Background: an optimization exercise with open tools, aiming at a short achievable clock period and few clock cycles per item. Do not read the settings as production practice.
RTL that was checked went through simulation tests only; none was proved equivalent to the original.
Power is estimated from default activity; no workload was simulated.

==> job 5404 <==
==> flow/design.v <==
`timescale 1ns / 1ps
module alu(a, b, sh, sh_reg, op_add, op_sub, op_slt, op_sltu, op_and, op_or, op_xor, op_nor,
           op_sll, op_srl, op_sra, y);
input  [31:0] a, b;
input  [4:0]  sh;
input         sh_reg;
input         op_add, op_sub, op_slt, op_sltu, op_and, op_or, op_xor, op_nor;
input         op_sll, op_srl, op_sra;
output [31:0] y;
wire [31:0] sum  = a + b;
wire [32:0] diff = {1'b0, a} - {1'b0, b};
wire        ltu  = diff[32];
wire        lt   = (a[31] ^ b[31]) ? a[31] : diff[31];
wire [4:0]  amt  = sh_reg ? a[4:0] : sh;
wire        big  = sh_reg & (|a[31:5]);
wire [31:0] sll  = big ? 32'h0 : (b << amt);
wire [31:0] srl  = big ? 32'h0 : (b >> amt);
wire signed [31:0] sb = b;
wire [31:0] sra_r = sb >>> amt;
wire [31:0] sra  = big ? {32{b[31]}} : sra_r;
assign y = ({32{op_add}}  & sum)
         | ({32{op_sub}}  & diff[31:0])
         | ({32{op_slt}}  & {31'h0, lt})
         | ({32{op_sltu}} & {31'h0, ltu})
         | ({32{op_and}}  & (a & b))
         | ({32{op_or}}   & (a | b))
         | ({32{op_xor}}  & (a ^ b))
         | ({32{op_nor}}  & ~(a | b))
         | ({32{op_sll}}  & sll)
         | ({32{op_srl}}  & srl)
         | ({32{op_sra}}  & sra);
endmodule
`timescale 1ns / 1ps
module decode(instr, b_imm, imm, wr, dst, ld, st, beq, bne, ble, bgt, jmp,
              op_add, op_sub, op_slt, op_sltu, op_and, op_or, op_xor, op_nor,
              op_sll, op_srl, op_sra, sh_reg);
input  [31:0] instr;
output reg        b_imm;      
output reg [31:0] imm;        
output reg        wr;         
output reg [4:0]  dst;        
output reg        ld, st, beq, bne, ble, bgt, jmp;
output reg        op_add, op_sub, op_slt, op_sltu, op_and, op_or, op_xor, op_nor;
output reg        op_sll, op_srl, op_sra, sh_reg;
wire [5:0] opc = instr[31:26];
wire [5:0] fn  = instr[5:0];
always @(*) begin
  b_imm = 1'b0; imm = {{16{instr[15]}}, instr[15:0]};
  wr = 1'b0; dst = instr[20:16];
  ld = 1'b0; st = 1'b0; beq = 1'b0; bne = 1'b0; ble = 1'b0; bgt = 1'b0; jmp = 1'b0;
  op_add = 1'b0; op_sub = 1'b0; op_slt = 1'b0; op_sltu = 1'b0;
  op_and = 1'b0; op_or = 1'b0; op_xor = 1'b0; op_nor = 1'b0;
  op_sll = 1'b0; op_srl = 1'b0; op_sra = 1'b0;
  sh_reg = (instr[10:6] == 5'd0);
  case (opc)
    6'b000000: begin
      wr = 1'b1; dst = instr[15:11];
      case (fn)
        6'b100010: op_sub = 1'b1;
        6'b101010: op_slt = 1'b1;
        6'b101011: op_sltu = 1'b1;
        6'b100100: op_and = 1'b1;
        6'b100101: op_or = 1'b1;
        6'b100111: op_nor = 1'b1;
        6'b100110: op_xor = 1'b1;
        6'b000000: op_sll = 1'b1;
        6'b000010: op_srl = 1'b1;
        6'b000011: op_sra = 1'b1;
        default:   op_add = 1'b1;
      endcase
    end
    6'b001000: begin wr = 1'b1; b_imm = 1'b1; op_add = 1'b1; end
    6'b001100: begin wr = 1'b1; b_imm = 1'b1; op_and = 1'b1; imm = {16'h0, instr[15:0]}; end
    6'b001101: begin wr = 1'b1; b_imm = 1'b1; op_or  = 1'b1; imm = {16'h0, instr[15:0]}; end
    6'b001110: begin wr = 1'b1; b_imm = 1'b1; op_xor = 1'b1; imm = {16'h0, instr[15:0]}; end
    6'b001010: begin wr = 1'b1; b_imm = 1'b1; op_slt = 1'b1; end
    6'b001011: begin wr = 1'b1; b_imm = 1'b1; op_sltu = 1'b1; imm = {16'h0, instr[15:0]}; end
    6'b100011: begin wr = 1'b1; b_imm = 1'b1; ld = 1'b1; end
    6'b101011: begin b_imm = 1'b1; st = 1'b1; end
    6'b000100: beq = 1'b1;
    6'b000101: bne = 1'b1;
    6'b000110: ble = 1'b1;
    6'b000111: bgt = 1'b1;
    6'b000010: jmp = 1'b1;
    default: ;
  endcase
end
endmodule
`timescale 1ns / 1ps
module exe(clk,rst,o_p,instr,retire,imem_addr,imem_data,dmem_addr,dmem_wdata,dmem_we,dmem_re,dmem_rdata);
input clk;
input rst;
output [31:0] instr;
output retire;
output reg [31:0] o_p;
output [31:0] imem_addr;
input [31:0] imem_data;
output [31:0] dmem_addr;
output [31:0] dmem_wdata;
output dmem_we;
output dmem_re;
input [31:0] dmem_rdata;
reg [31:0] rf [1:31];
reg [29:0] pc_seq, pc_br;
reg [25:0] pc_j;
reg        sel_br, sel_j;
wire [29:0] pc_f = sel_br ? pc_br : sel_j ? {pc_seq[29:26], pc_j} : pc_seq;
assign imem_addr = {pc_f, 2'b00};
wire [31:0] fi = imem_data;
wire [4:0]  f_rs = fi[25:21];
wire [4:0]  f_rt = fi[20:16];
wire        d_b_imm, d_wr, d_ld, d_st, d_beq, d_bne, d_ble, d_bgt, d_jmp;
wire [31:0] d_imm;
wire [4:0]  d_dst;
wire        d_add, d_sub, d_slt, d_sltu, d_and, d_or, d_xor, d_nor, d_sll, d_srl, d_sra, d_shr;
decode dec(.instr(fi), .b_imm(d_b_imm), .imm(d_imm), .wr(d_wr), .dst(d_dst),
           .ld(d_ld), .st(d_st), .beq(d_beq), .bne(d_bne), .ble(d_ble), .bgt(d_bgt), .jmp(d_jmp),
           .op_add(d_add), .op_sub(d_sub), .op_slt(d_slt), .op_sltu(d_sltu),
           .op_and(d_and), .op_or(d_or), .op_xor(d_xor), .op_nor(d_nor),
           .op_sll(d_sll), .op_srl(d_srl), .op_sra(d_sra), .sh_reg(d_shr));
reg         ld_m, st_m, opw_m, rfw_m, v_m;
reg  [4:0]  dst_m;
reg  [31:0] res_m, addr_m, ir_m;
wire [31:0] m_res = ld_m ? dmem_rdata : res_m;
reg         v_x, rfw_x, opw_x, ld_x, st_x, beq_x, bne_x, ble_x, bgt_x, jmp_x;
reg  [4:0]  dst_x;
reg  [31:0] ir_x, a_x, b_x, t_x;
reg         fa_r, fa_l, fb_r, fb_l, ft_r, ft_l;
reg         add_x, sub_x, slt_x, sltu_x, and_x, or_x, xor_x, nor_x, sll_x, srl_x, sra_x, shr_x;
wire [31:0] rf_a = (f_rs == 5'd0) ? 32'h0 : rf[f_rs];
wire [31:0] rf_t = (f_rt == 5'd0) ? 32'h0 : rf[f_rt];
wire        fwd_ma = rfw_m & (dst_m == f_rs);
wire        fwd_mt = rfw_m & (dst_m == f_rt);
wire [31:0] f_a = fwd_ma ? m_res : rf_a;
wire [31:0] f_t = fwd_mt ? m_res : rf_t;
wire        f_rfw = d_wr & (d_dst != 5'd0);
wire        hit_a = rfw_x & (dst_x == f_rs);
wire        hit_t = rfw_x & (dst_x == f_rt);
always @(posedge clk) begin
  ir_x <= fi;
  a_x  <= f_a;
  t_x  <= f_t;
  b_x  <= d_b_imm ? d_imm : f_t;
  dst_x <= d_dst;
  fa_r <= hit_a & ~ld_x;
  fa_l <= hit_a & ld_x;
  ft_r <= hit_t & ~ld_x;
  ft_l <= hit_t & ld_x;
  fb_r <= hit_t & ~ld_x & ~d_b_imm;
  fb_l <= hit_t & ld_x & ~d_b_imm;
  add_x <= d_add; sub_x <= d_sub; slt_x <= d_slt; sltu_x <= d_sltu;
  and_x <= d_and; or_x <= d_or; xor_x <= d_xor; nor_x <= d_nor;
  sll_x <= d_sll; srl_x <= d_srl; sra_x <= d_sra; shr_x <= d_shr;
  if (rst) begin
    v_x <= 1'b0; rfw_x <= 1'b0; opw_x <= 1'b0; ld_x <= 1'b0; st_x <= 1'b0;
    beq_x <= 1'b0; bne_x <= 1'b0; ble_x <= 1'b0; bgt_x <= 1'b0; jmp_x <= 1'b0;
  end else begin
    v_x <= 1'b1; rfw_x <= f_rfw; opw_x <= d_wr | d_st; ld_x <= d_ld; st_x <= d_st;
    beq_x <= d_beq; bne_x <= d_bne; ble_x <= d_ble; bgt_x <= d_bgt; jmp_x <= d_jmp;
  end
end
wire [31:0] xa_r = fa_r ? res_m : a_x;
wire [31:0] xb_r = fb_r ? res_m : b_x;
wire [31:0] xt_r = ft_r ? res_m : t_x;
wire [31:0] xa = fa_l ? dmem_rdata : xa_r;
wire [31:0] xb = fb_l ? dmem_rdata : xb_r;
wire [31:0] xt = ft_l ? dmem_rdata : xt_r;
wire [31:0] alu_y;
alu g1(.a(xa), .b(xb), .sh(ir_x[10:6]), .sh_reg(shr_x),
       .op_add(add_x), .op_sub(sub_x), .op_slt(slt_x), .op_sltu(sltu_x),
       .op_and(and_x), .op_or(or_x), .op_xor(xor_x), .op_nor(nor_x),
       .op_sll(sll_x), .op_srl(srl_x), .op_sra(sra_x), .y(alu_y));
wire [31:0] x_addr = xa + xb;
wire eq  = (xa == xt);
wire lts = $signed(xa) < $signed(xt);
wire taken = (beq_x & eq) | (bne_x & ~eq) | (ble_x & (lts | eq)) | (bgt_x & ~(lts | eq));
always @(posedge clk) begin
  pc_br <= pc_f + {{14{ir_x[15]}}, ir_x[15:0]};
  pc_j  <= ir_x[25:0];
  if (rst) begin
    pc_seq <= 30'd0; sel_br <= 1'b0; sel_j <= 1'b0;
  end else begin
    pc_seq <= pc_f + 30'd1; sel_br <= taken; sel_j <= jmp_x;
  end
end
always @(posedge clk) begin
  ir_m   <= ir_x;
  dst_m  <= dst_x;
  addr_m <= x_addr;
  res_m  <= st_x ? xt : alu_y;
  if (rst) begin
    v_m <= 1'b0; ld_m <= 1'b0; st_m <= 1'b0; opw_m <= 1'b0; rfw_m <= 1'b0;
  end else begin
    v_m <= v_x; ld_m <= ld_x; st_m <= st_x; opw_m <= opw_x; rfw_m <= rfw_x;
  end
end
assign dmem_addr  = addr_m;
assign dmem_wdata = res_m;
assign dmem_we    = st_m;
assign dmem_re    = ld_m;
assign instr      = ir_m;
assign retire     = v_m & ~rst;
wire [31:0] wb = ld_m ? dmem_rdata : res_m;
always @(posedge clk) begin
  if (rst) o_p <= 32'h0;
  else if (opw_m) o_p <= wb;
end
always @(posedge clk) begin
  if (rfw_m & ~rst) rf[dst_m] <= wb;
end
endmodule
==> flow/flow/run.sh <==
#!/bin/bash
# Own layout flow: the ORFS flow with these changes:
#  - synthesis leaves adders to ABC (no fixed full/half-adder cells) and gives ABC a tight
#    delay target; registers are the same as in the standard synthesis;
#  - port buffers are plain buffers, and the resizer may swap any cell footprint;
# Each tool's output is kept in the ORFS log folder (orfs/logs) and in make_*.log here.
set -euo pipefail
W=$PWD
source "$W/flow/knobs.sh"
make -C "$FLOW_HOME" DESIGN_CONFIG="$W/config.mk" WORK_HOME="$W/orfs" CLKGATE_MAP_FILE= \
  SYNTH_SCRIPT="$W/synth_recipe.tcl" "${KNOBS[@]}" finish > "$W/make_finish.log" 2>&1
R="$W/orfs/results/$FLOW_PLATFORM/exe/base"
: # left out here: write the final layout as DEF
==> flow/flow/knobs.sh <==
KNOBS=(
  ADDER_MAP_FILE=
  MATCH_CELL_FOOTPRINT=0
  "BUFFER_PORTS_ARGS=-buffer_cell sky130_fd_sc_hd__buf_4"
)
==> flow/standard.sh <==
#!/bin/bash
# synth_recipe.tcl (not shown) runs the flow's synth.tcl, then flattens the netlist and writes it again
# the make line also repeats each setting of config.mk as NAME=value (left out here)
make -C /OpenROAD-flow-scripts/flow DESIGN_CONFIG=/design/flow/config.mk WORK_HOME=/design/flow/orfs CLKGATE_MAP_FILE= SYNTH_SCRIPT=/design/flow/synth_recipe.tcl "${@:-finish}"
==> flow/config.mk <==
export PLATFORM = sky130hd
export DESIGN_NAME = exe
export DESIGN_NICKNAME = exe
export VERILOG_FILES = /design/flow/design.v
export SDC_FILE = /design/flow/constraint.sdc
export NUM_CORES = 8
export LEC_CHECK = 0
export ABC_CLOCK_PERIOD_IN_PS = 2000
export CAP_MARGIN = 20
export CORE_MARGIN = 2
export CORE_UTILIZATION = 40
export SETUP_SLACK_MARGIN = 4.9
export SLEW_MARGIN = 20
==> flow/constraint.sdc <==
create_clock -name core_clock -period 8.5 [get_ports {clk}]
set_input_delay 1.7000 -clock core_clock [delete_from_list [all_inputs] [get_ports {clk}]]
set_output_delay 1.7000 -clock core_clock [all_outputs]
set_load 0.01 [all_outputs]
==> job 8582: changes against job 5404 <==
==> flow/design.v, changed modules only <==
module exe(clk,rst,o_p,instr,retire,imem_addr,imem_data,dmem_addr,dmem_wdata,dmem_we,dmem_re,dmem_rdata);
input clk;
input rst;
output [31:0] instr;
output retire;
output reg [31:0] o_p;
output [31:0] imem_addr;
input [31:0] imem_data;
output [31:0] dmem_addr;
output [31:0] dmem_wdata;
output dmem_we;
output dmem_re;
input [31:0] dmem_rdata;
reg [31:0] rf [1:31];
reg [29:0] pc_f;
assign imem_addr = {pc_f, 2'b00};
wire [31:0] fi = imem_data;
wire [4:0]  f_rs = fi[25:21];
wire [4:0]  f_rt = fi[20:16];
wire        d_b_imm, d_wr, d_ld, d_st, d_beq, d_bne, d_ble, d_bgt, d_jmp;
wire [31:0] d_imm;
wire [4:0]  d_dst;
wire        d_add, d_sub, d_slt, d_sltu, d_and, d_or, d_xor, d_nor, d_sll, d_srl, d_sra, d_shr;
decode dec(.instr(fi), .b_imm(d_b_imm), .imm(d_imm), .wr(d_wr), .dst(d_dst),
           .ld(d_ld), .st(d_st), .beq(d_beq), .bne(d_bne), .ble(d_ble), .bgt(d_bgt), .jmp(d_jmp),
           .op_add(d_add), .op_sub(d_sub), .op_slt(d_slt), .op_sltu(d_sltu),
           .op_and(d_and), .op_or(d_or), .op_xor(d_xor), .op_nor(d_nor),
           .op_sll(d_sll), .op_srl(d_srl), .op_sra(d_sra), .sh_reg(d_shr));
reg         ld_m, st_m, opw_m, rfw_m, v_m;
reg  [4:0]  dst_m;
reg  [31:0] res_m, addr_m, ir_m;
wire [31:0] m_res = ld_m ? dmem_rdata : res_m;
reg         v_x, rfw_x, opw_x, ld_x, st_x, beq_x, bne_x, ble_x, bgt_x, jmp_x;
reg  [4:0]  dst_x;
reg  [31:0] ir_x, a_x, b_x, t_x;
reg         fa, fb, ft;
reg         add_x, sub_x, slt_x, sltu_x, and_x, or_x, xor_x, nor_x, sll_x, srl_x, sra_x, shr_x;
wire [31:0] rf_a = (f_rs == 5'd0) ? 32'h0 : rf[f_rs];
wire [31:0] rf_t = (f_rt == 5'd0) ? 32'h0 : rf[f_rt];
wire        fwd_ma = rfw_m & (dst_m == f_rs);
wire        fwd_mt = rfw_m & (dst_m == f_rt);
wire [31:0] f_a = fwd_ma ? m_res : rf_a;
wire [31:0] f_t = fwd_mt ? m_res : rf_t;
wire        f_rfw = d_wr & (d_dst != 5'd0);
always @(posedge clk) begin
  ir_x <= fi;
  a_x  <= f_a;
  t_x  <= f_t;
  b_x  <= d_b_imm ? d_imm : f_t;
  dst_x <= d_dst;
  fa <= rfw_x & (dst_x == f_rs);
  ft <= rfw_x & (dst_x == f_rt);
  fb <= rfw_x & (dst_x == f_rt) & ~d_b_imm;
  add_x <= d_add; sub_x <= d_sub; slt_x <= d_slt; sltu_x <= d_sltu;
  and_x <= d_and; or_x <= d_or; xor_x <= d_xor; nor_x <= d_nor;
  sll_x <= d_sll; srl_x <= d_srl; sra_x <= d_sra; shr_x <= d_shr;
  if (rst) begin
    v_x <= 1'b0; rfw_x <= 1'b0; opw_x <= 1'b0; ld_x <= 1'b0; st_x <= 1'b0;
    beq_x <= 1'b0; bne_x <= 1'b0; ble_x <= 1'b0; bgt_x <= 1'b0; jmp_x <= 1'b0;
  end else begin
    v_x <= 1'b1; rfw_x <= f_rfw; opw_x <= d_wr | d_st; ld_x <= d_ld; st_x <= d_st;
    beq_x <= d_beq; bne_x <= d_bne; ble_x <= d_ble; bgt_x <= d_bgt; jmp_x <= d_jmp;
  end
end
wire [31:0] xa = fa ? m_res : a_x;
wire [31:0] xb = fb ? m_res : b_x;
wire [31:0] xt = ft ? m_res : t_x;
wire [31:0] alu_y;
alu g1(.a(xa), .b(xb), .sh(ir_x[10:6]), .sh_reg(shr_x),
       .op_add(add_x), .op_sub(sub_x), .op_slt(slt_x), .op_sltu(sltu_x),
       .op_and(and_x), .op_or(or_x), .op_xor(xor_x), .op_nor(nor_x),
       .op_sll(sll_x), .op_srl(srl_x), .op_sra(sra_x), .y(alu_y));
wire [31:0] x_addr = xa + xb;
wire eq  = (xa == xt);
wire lts = $signed(xa) < $signed(xt);
wire taken = (beq_x & eq) | (bne_x & ~eq) | (ble_x & (lts | eq)) | (bgt_x & ~(lts | eq));
wire [29:0] pc_seq = pc_f + 30'd1;
wire [29:0] pc_br  = pc_f + {{14{ir_x[15]}}, ir_x[15:0]};
wire [29:0] pc_j   = {pc_f[29:26], ir_x[25:0]};
always @(posedge clk) begin
  if (rst) pc_f <= 30'd0;
  else if (jmp_x) pc_f <= pc_j;
  else if (taken) pc_f <= pc_br;
  else pc_f <= pc_seq;
end
always @(posedge clk) begin
  ir_m   <= ir_x;
  dst_m  <= dst_x;
  addr_m <= x_addr;
  res_m  <= st_x ? xt : alu_y;
  if (rst) begin
    v_m <= 1'b0; ld_m <= 1'b0; st_m <= 1'b0; opw_m <= 1'b0; rfw_m <= 1'b0;
  end else begin
    v_m <= v_x; ld_m <= ld_x; st_m <= st_x; opw_m <= opw_x; rfw_m <= rfw_x;
  end
end
assign dmem_addr  = addr_m;
assign dmem_wdata = res_m;
assign dmem_we    = st_m;
assign dmem_re    = ld_m;
assign instr      = ir_m;
assign retire     = v_m & ~rst;
always @(posedge clk) begin
  if (rst) o_p <= 32'h0;
  else if (opw_m) o_p <= m_res;
end
always @(posedge clk) begin
  if (rfw_m & ~rst) rf[dst_m] <= m_res;
end
endmodule
==> flow/run.sh (new file) <==
#!/bin/bash
# synth_recipe.tcl (not shown) runs the flow's synth.tcl, then flattens the netlist and writes it again
# the make line also repeats each setting of config.mk as NAME=value (left out here)
make -C /OpenROAD-flow-scripts/flow DESIGN_CONFIG=/design/flow/config.mk WORK_HOME=/design/flow/orfs CLKGATE_MAP_FILE= SYNTH_SCRIPT=/design/flow/synth_recipe.tcl finish
ABC_CLOCK_PERIOD_IN_PS = not set   (was 2000)
SETUP_SLACK_MARGIN = 2.0   (was 4.9)
removed: flow/flow/run.sh
removed: flow/flow/knobs.sh
removed: flow/standard.sh
==> job 3798: changes against job 5404 <==
==> flow/design.v, changed modules only <==
module exe(clk,rst,o_p,instr,retire,imem_addr,imem_data,dmem_addr,dmem_wdata,dmem_we,dmem_re,dmem_rdata);
input clk;
input rst;
output [31:0] instr;
output retire;
output reg [31:0] o_p;
output [31:0] imem_addr;
input [31:0] imem_data;
output [31:0] dmem_addr;
output [31:0] dmem_wdata;
output dmem_we;
output dmem_re;
input [31:0] dmem_rdata;
reg [31:0] rf [1:31];
reg [29:0] pc_f;
assign imem_addr = {pc_f, 2'b00};
wire [31:0] fi = imem_data;
wire [4:0]  f_rs = fi[25:21];
wire [4:0]  f_rt = fi[20:16];
wire        d_b_imm, d_wr, d_ld, d_st, d_beq, d_bne, d_ble, d_bgt, d_jmp;
wire [31:0] d_imm;
wire [4:0]  d_dst;
wire        d_add, d_sub, d_slt, d_sltu, d_and, d_or, d_xor, d_nor, d_sll, d_srl, d_sra, d_shr;
decode dec(.instr(fi), .b_imm(d_b_imm), .imm(d_imm), .wr(d_wr), .dst(d_dst),
           .ld(d_ld), .st(d_st), .beq(d_beq), .bne(d_bne), .ble(d_ble), .bgt(d_bgt), .jmp(d_jmp),
           .op_add(d_add), .op_sub(d_sub), .op_slt(d_slt), .op_sltu(d_sltu),
           .op_and(d_and), .op_or(d_or), .op_xor(d_xor), .op_nor(d_nor),
           .op_sll(d_sll), .op_srl(d_srl), .op_sra(d_sra), .sh_reg(d_shr));
reg         ld_m, st_m, opw_m, rfw_m, v_m;
reg  [4:0]  dst_m;
reg  [31:0] res_m, addr_m, ir_m;
wire [31:0] m_res = ld_m ? dmem_rdata : res_m;
reg         v_x, rfw_x, opw_x, ld_x, st_x, beq_x, bne_x, ble_x, bgt_x, jmp_x;
reg  [4:0]  dst_x;
reg  [31:0] ir_x, a_x, b_x, t_x;
reg         fa, fb, ft;
reg         add_x, sub_x, slt_x, sltu_x, and_x, or_x, xor_x, nor_x, sll_x, srl_x, sra_x, shr_x;
wire [31:0] rf_a = (f_rs == 5'd0) ? 32'h0 : rf[f_rs];
wire [31:0] rf_t = (f_rt == 5'd0) ? 32'h0 : rf[f_rt];
wire        fwd_ma = rfw_m & (dst_m == f_rs);
wire        fwd_mt = rfw_m & (dst_m == f_rt);
wire [31:0] f_a = fwd_ma ? m_res : rf_a;
wire [31:0] f_t = fwd_mt ? m_res : rf_t;
wire        f_rfw = d_wr & (d_dst != 5'd0);
always @(posedge clk) begin
  ir_x <= fi;
  a_x  <= f_a;
  t_x  <= f_t;
  b_x  <= d_b_imm ? d_imm : f_t;
  dst_x <= d_dst;
  fa <= rfw_x & (dst_x == f_rs);
  ft <= rfw_x & (dst_x == f_rt);
  fb <= rfw_x & (dst_x == f_rt) & ~d_b_imm;
  add_x <= d_add; sub_x <= d_sub; slt_x <= d_slt; sltu_x <= d_sltu;
  and_x <= d_and; or_x <= d_or; xor_x <= d_xor; nor_x <= d_nor;
  sll_x <= d_sll; srl_x <= d_srl; sra_x <= d_sra; shr_x <= d_shr;
  if (rst) begin
    v_x <= 1'b0; rfw_x <= 1'b0; opw_x <= 1'b0; ld_x <= 1'b0; st_x <= 1'b0;
    beq_x <= 1'b0; bne_x <= 1'b0; ble_x <= 1'b0; bgt_x <= 1'b0; jmp_x <= 1'b0;
  end else begin
    v_x <= 1'b1; rfw_x <= f_rfw; opw_x <= d_wr | d_st; ld_x <= d_ld; st_x <= d_st;
    beq_x <= d_beq; bne_x <= d_bne; ble_x <= d_ble; bgt_x <= d_bgt; jmp_x <= d_jmp;
  end
end
wire [31:0] xa = fa ? m_res : a_x;
wire [31:0] xb = fb ? m_res : b_x;
wire [31:0] xt = ft ? m_res : t_x;
wire [31:0] alu_y;
alu g1(.a(xa), .b(xb), .sh(ir_x[10:6]), .sh_reg(shr_x),
       .op_add(add_x), .op_sub(sub_x), .op_slt(slt_x), .op_sltu(sltu_x),
       .op_and(and_x), .op_or(or_x), .op_xor(xor_x), .op_nor(nor_x),
       .op_sll(sll_x), .op_srl(srl_x), .op_sra(sra_x), .y(alu_y));
wire [31:0] x_addr = xa + xb;
wire eq  = (xa == xt);
wire lts = $signed(xa) < $signed(xt);
wire taken = (beq_x & eq) | (bne_x & ~eq) | (ble_x & (lts | eq)) | (bgt_x & ~(lts | eq));
wire [29:0] pc_seq = pc_f + 30'd1;
wire [29:0] pc_br  = pc_f + {{14{ir_x[15]}}, ir_x[15:0]};
wire [29:0] pc_j   = {pc_f[29:26], ir_x[25:0]};
always @(posedge clk) begin
  if (rst) pc_f <= 30'd0;
  else if (jmp_x) pc_f <= pc_j;
  else if (taken) pc_f <= pc_br;
  else pc_f <= pc_seq;
end
always @(posedge clk) begin
  ir_m   <= ir_x;
  dst_m  <= dst_x;
  addr_m <= x_addr;
  res_m  <= st_x ? xt : alu_y;
  if (rst) begin
    v_m <= 1'b0; ld_m <= 1'b0; st_m <= 1'b0; opw_m <= 1'b0; rfw_m <= 1'b0;
  end else begin
    v_m <= v_x; ld_m <= ld_x; st_m <= st_x; opw_m <= opw_x; rfw_m <= rfw_x;
  end
end
assign dmem_addr  = addr_m;
assign dmem_wdata = res_m;
assign dmem_we    = st_m;
assign dmem_re    = ld_m;
assign instr      = ir_m;
assign retire     = v_m & ~rst;
always @(posedge clk) begin
  if (rst) o_p <= 32'h0;
  else if (opw_m) o_p <= m_res;
end
always @(posedge clk) begin
  if (rfw_m & ~rst) rf[dst_m] <= m_res;
end
endmodule
==> flow/run.sh (new file) <==
#!/bin/bash
# synth_recipe.tcl (not shown) runs the flow's synth.tcl, then flattens the netlist and writes it again
# the make line also repeats each setting of config.mk as NAME=value (left out here)
make -C /OpenROAD-flow-scripts/flow DESIGN_CONFIG=/design/flow/config.mk WORK_HOME=/design/flow/orfs CLKGATE_MAP_FILE= SYNTH_SCRIPT=/design/flow/synth_recipe.tcl finish
ABC_CLOCK_PERIOD_IN_PS = 2500   (was 2000)
SETUP_SLACK_MARGIN = 5   (was 4.9)
removed: flow/flow/run.sh
removed: flow/flow/knobs.sh
removed: flow/standard.sh
==> qor summary <==
| item | job 8582 | job 5404 | job 3798 |
|---|---|---|---|
| Run status | timing/DRC/antenna clean | timing/DRC/antenna clean | timing/DRC/antenna clean |
| Placeable core region | 169000 sq um | 173000 sq um | 169000 sq um |
| TritonRoute pass-1 iters | 7 | 8 | 6 |
| Power Dens Cells | 208 nW/um^2 | 209 nW/um^2 | 204 nW/um^2 |
| Vias per cell | 6.31 | 6.39 | 6.39 |
| Number of fill cells in the layout | 14700 | 14800 | 14200 |
| Width of the chip | 416 um | 421 um | 416 um |
| Register fraction of the total cell area | 45.4% | 42.5% | 42.5% |
| Portion of total power attributed to the clock network | 37.0% | 35.8% | 36.0% |
| Number of global-route vias before repair | 46900 | 51900 | 49200 |
| GR Layer Usage met2 | 45.9% | 47.6% | 49.2% |
| Met2 wirelength from detailed routing | 119000 um | 129000 um | 128000 um |
| Fmax | 157 MHz | 248 MHz | 156 MHz |
| Total power | 0.0166 W | 0.0182 W | 0.0175 W |
| Destination of the worst register-to-register timing path | pc_f[28] | res_m[30] | pc_f[29] |
Testbench counts of job 8582, summed over its fixed seeds: cycles 33,927, instrs 33,735.
Testbench counts of job 3798, summed over its fixed seeds: cycles 33,927, instrs 33,735.
For job 5404, only the layout was checked, not whether the RTL still works.

==> port drivers added, routing unchanged <==
Ports are ideal in the flow. The routed layouts listed here were re-timed in OpenROAD.
Step 1 (the two cells are an assumption about what drives the block):
set clk [get_ports {clk}]
set_driving_cell -lib_cell sky130_fd_sc_hd__clkbuf_16 $clk
set_driving_cell -lib_cell sky130_fd_sc_hd__buf_2 [delete_from_list [all_inputs] $clk]
Step 2 times the ports against the registers' clock, not the clock port: input delays grow and output delays shrink by t, the midpoint of the rising clock arrivals with the driver on.
Slacks: no drivers / after step 1 / after step 2; pairs: no drivers / after step 1.
| run | shift t [ns] | slack for setup (ns) | cell pins on the clock port's net |
|---|---|---|---|
| job 5404 | 0.889 | 4.473 / 4.498 / 3.608 | 1 |
| job 8582 | 0.903 | 2.114 / 2.181 / 1.277 | 1 |
| job 3798 | 0.891 | 2.096 / 2.155 / 1.264 | 1 |
After both steps setup and hold are still met in every run listed. For job 5404, which loses most, drivers alone change the setup slack by +0.025 ns; drivers and shift together by -0.865 ns.
